From an optimization exercise on the open Yosys and OpenROAD flow, aimed at small area; shortcuts taken in it are not production practice. Function was checked by simulation only, so behaviour that the tests miss may differ from the original. The flow treats the clock pin as an ideal source. Dropping or thinning the clock tree relies on that and would not hold on a real chip. No activity file was given, so power comes from the tool's default toggle rates.

build 34:
Design Counter, start of the top module:
module Counter(
    input wire clk,
    input wire rst,
    input wire up,
    input wire down,
    input wire reset,
    input wire [3:0] amount,
    output wire [3:0] anodes,
    output wire [7:0] cathodes
);
export LEC_CHECK = 0
export CAP_MARGIN = 20
export CORE_AREA = 2.3 2.72 60.72 60.56
export DIE_AREA = 0 0 63 63
export SLEW_MARGIN = 20
create_clock -name core_clock -period 15.0 [get_ports {clk}]
standard.sh (not shown) runs the stock make flow with config.mk's settings and CLKGATE_MAP_FILE= SYNTH_SCRIPT=/design/flow/synth_recipe.tcl, a recipe that flattens the netlist after the stock synthesis.
==> flow/flow/run.sh <==
#!/bin/bash
# Own layout flow: the standard flow (standard.sh, same make targets and
# settings) with an area-oriented logic synthesis and minimum-size port buffers.
#  - synthesis is the standard flow's synthesis script with full-adder extraction off and
#    the ABC mapping script replaced by flow/area.abc (deepsyn, amap and mfs3); it is run
#    with several ABC seeds, in parallel, and the smallest netlist is kept.
#    Registers and their names are those of the standard synthesis.
#  - port buffers are buf_1; CTS uses no dummy loads.
# Each tool's output goes to a log file in the work folder (synth_s*.log,
# flow_make.log) and ORFS's own logs under orfs*/logs.
set -euo pipefail
WORK=$(pwd)
FLOWDIR=$WORK/flow

sed 's|^\( *\)log_cmd abc {\*}$abc_args|\1log_cmd abc -script $::env(AREA_ABC_SCRIPT) {*}[lrange $abc_args 2 end]|' \
    "$FLOW_HOME/scripts/synth.tcl" > "$WORK/area_synth_body.tcl"
grep -q "AREA_ABC_SCRIPT" "$WORK/area_synth_body.tcl"
sed 's|source \$::env(SCRIPTS_DIR)/synth.tcl|source '"$WORK"'/area_synth_body.tcl|' \
    "$WORK/synth_recipe.tcl" > "$WORK/area_synth.tcl"
grep -q "area_synth_body.tcl" "$WORK/area_synth.tcl"

sed -e 's|SYNTH_SCRIPT=[^ ]*synth_recipe.tcl|SYNTH_SCRIPT='"$WORK"'/area_synth.tcl|' \
    -e 's|"\${@:-finish}"|ADDER_MAP_FILE= "BUFFER_PORTS_ARGS=-buffer_cell sky130_fd_sc_hd__buf_1" "CTS_ARGS=-sink_clustering_enable -repair_clock_nets -dont_use_dummy_load" "${@:-finish}"|' \
    "$WORK/standard.sh" > "$WORK/area_standard.sh"
grep -q "area_synth.tcl" "$WORK/area_standard.sh"

# Synthesis with several ABC seeds, in parallel
SEEDS=$(seq 1 24)
PAR=${NUM_CORES:-4}
n=0
for s in $SEEDS; do
  sed "s/SEED/$s/g" "$FLOWDIR/area.abc" > "$WORK/area_s$s.abc"
  ( AREA_ABC_SCRIPT="$WORK/area_s$s.abc" bash "$WORK/area_standard.sh" WORK_HOME="$WORK/orfs_s$s" synth \
      > "$WORK/synth_s$s.log" 2>&1 || echo "seed $s failed" ) &
  n=$((n+1))
  if (( n % PAR == 0 )); then wait; fi
done
wait
best=""; best_area=""
for s in $SEEDS; do
  rpt="$WORK/orfs_s$s/reports/sky130hd/Counter/base/synth_stat.txt"
  [[ -f "$rpt" && -f "$WORK/orfs_s$s/results/sky130hd/Counter/base/1_synth.odb" ]] || continue
  a=$(grep "Chip area for module" "$rpt" | tail -1 | awk '{print $NF}')
  echo "seed $s area $a" | tee -a "$WORK/synth_choice.log"
  if [[ -z "$best" ]] || awk -v a="$a" -v b="$best_area" 'BEGIN{exit !(a<b)}'; then best=$s; best_area=$a; fi
done
[[ -n "$best" ]]
echo "chosen seed $best area $best_area" | tee -a "$WORK/synth_choice.log"
rm -rf "$WORK/orfs"
mv "$WORK/orfs_s$best" "$WORK/orfs"

# Rest of the standard flow on the chosen netlist
AREA_ABC_SCRIPT="$WORK/area_s$best.abc" bash "$WORK/area_standard.sh" > "$WORK/flow_make.log" 2>&1
==> flow/flow/area.abc <==
strash
&get -n
&deepsyn -T 20 -S SEED
&put
dch -f
amap -F 4 -A 20
mfs3 -ae
topo
stime -c
### build 34 -> build 68
diff --git a/flow/flow/run.sh b/flow/flow/run.sh
--- a/flow/flow/run.sh
+++ b/flow/flow/run.sh
@@ -26,5 +26,5 @@
 
 # Synthesis with several ABC seeds, in parallel
-SEEDS=$(seq 1 24)
+SEEDS="1 2 3 4 5 6 7 8 9 10 11 12"
 PAR=${NUM_CORES:-4}
 n=0
==> flow/flow/area.abc <==
strash
&get -n
&deepsyn -T 40 -S SEED
&put
dch -f
amap -F 4 -A 20
mfs3 -ae
topo
stime -c
--- outcome ---
Re wire length: no difference whatsoever between build 68 and build 34. Per the comparison of build 68 with build 34, final critical-path setup slack neither gained nor lost much, total power stayed essentially flat, die width stayed essentially flat. Area taken by flip-flops and latches: build 68 vs build 34 — no meaningful difference. Every stage of the flow completed for build 68, and the final layout passed the timing, design-rule and antenna checks.
The inputs of build 13 differ from those of build 68 as listed below.
diff --git a/flow/flow/run.sh b/flow/flow/run.sh
--- a/flow/flow/run.sh
+++ b/flow/flow/run.sh
@@ -6,5 +6,6 @@
 #    with several ABC seeds, in parallel, and the smallest netlist is kept.
 #    Registers and their names are those of the standard synthesis.
-#  - port buffers are buf_1; CTS uses no dummy loads.
+#  - port buffers are buf_1; CTS uses no dummy loads, and its root buffer is
+#    dropped (the clock port drives the four leaf clock buffers).
 # Each tool's output goes to a log file in the work folder (synth_s*.log,
 # flow_make.log) and ORFS's own logs under orfs*/logs.
@@ -51,3 +52,6 @@
 
 # Rest of the standard flow on the chosen netlist
-AREA_ABC_SCRIPT="$WORK/area_s$best.abc" bash "$WORK/area_standard.sh" > "$WORK/flow_make.log" 2>&1
+# (after CTS, flow/noroot.tcl removes the clock tree's root buffer so that
+# the clock port feeds the four leaf buffers directly)
+AREA_ABC_SCRIPT="$WORK/area_s$best.abc" POST_CTS_TCL="$FLOWDIR/noroot.tcl" \
+    bash "$WORK/area_standard.sh" > "$WORK/flow_make.log" 2>&1
==> flow/flow/noroot.tcl (new file) <==
set block [ord::get_db_block]
set root [$block findInst clkbuf_0_clk]
if { $root != "NULL" } {
  set in_net [[$root findITerm A] getNet]
  set out_net [[$root findITerm X] getNet]
  set loads {}
  foreach it [$out_net getITerms] {
    if { [$it getInst] != $root } { lappend loads $it }
  }
  if { [llength $loads] <= 4 && [$out_net getBTerms] == "" } {
    foreach it $loads {
      $it disconnect
      $it connect $in_net
    }
    [$root findITerm A] disconnect
    [$root findITerm X] disconnect
    odb::dbInst_destroy $root
    odb::dbNet_destroy $out_net
    estimate_parasitics -placement
    puts "noroot: removed clkbuf_0_clk, [llength $loads] leaf buffers on the clock port"
  } else {
    puts "noroot: kept clkbuf_0_clk ([llength $loads] loads)"
  }
}
==> notes.md <==
- Clock group share of total power is lower on build 13
- Against build 68, build 13 comes in 170 ps lower on clock insertion delay at the later pin of the skew report.
- Summary of build 13 over build 68: maximum frequency increased about 1.8%, wire length of the first global-routing pass decreased about 0.8%, switching power summed over all nets decreased 7.2%.
- Compared to build 68, the router laid down less metal wire for build 13.
- Of build 13 and build 68, the run reporting the higher fraction of the cycle the final worst path needs was build 68.
- Build 13 gives less overall routing resource usage than build 68 did.
- Layout overhead on the synthesized area | build 13 below build 68
- Worst hold slack across build 13 and build 68: no real change.

==> what the ideal ports hide <==
No port has a modelled driver above. Below, the same layouts with a new extraction and two added sets of constraints.
Step 1 sets driving cells, clkbuf_16 on the clock port and buf_2 on the other inputs (assumed; they add their load-dependent delay and slew).
Step 2 adds t to the input delays and takes it off the output delays; t is the mean of the earliest and latest rising clock arrival at the registers after step 1. Input paths then give back, and output paths get back, about the clock's delay inside the block.
Slacks: ideal ports / drivers / drivers and shift; pairs: ideal ports / drivers.
| run | t (ns) | slack for setup (ns) | hold WS [ns] | worst setup path after step 2 |
|---|---|---|---|---|
| build 34 | 0.341 | 5.474 / 5.452 / 5.793 | 0.394 / 0.394 / 0.394 | register to output |
| build 68 | 0.341 | 5.474 / 5.452 / 5.793 | 0.394 / 0.394 / 0.394 | register to output |
| build 13 | 0.194 | 5.647 / 5.608 / 5.802 | 0.394 / 0.394 / 0.394 | register to output |
After both steps every run listed still meets setup and hold.
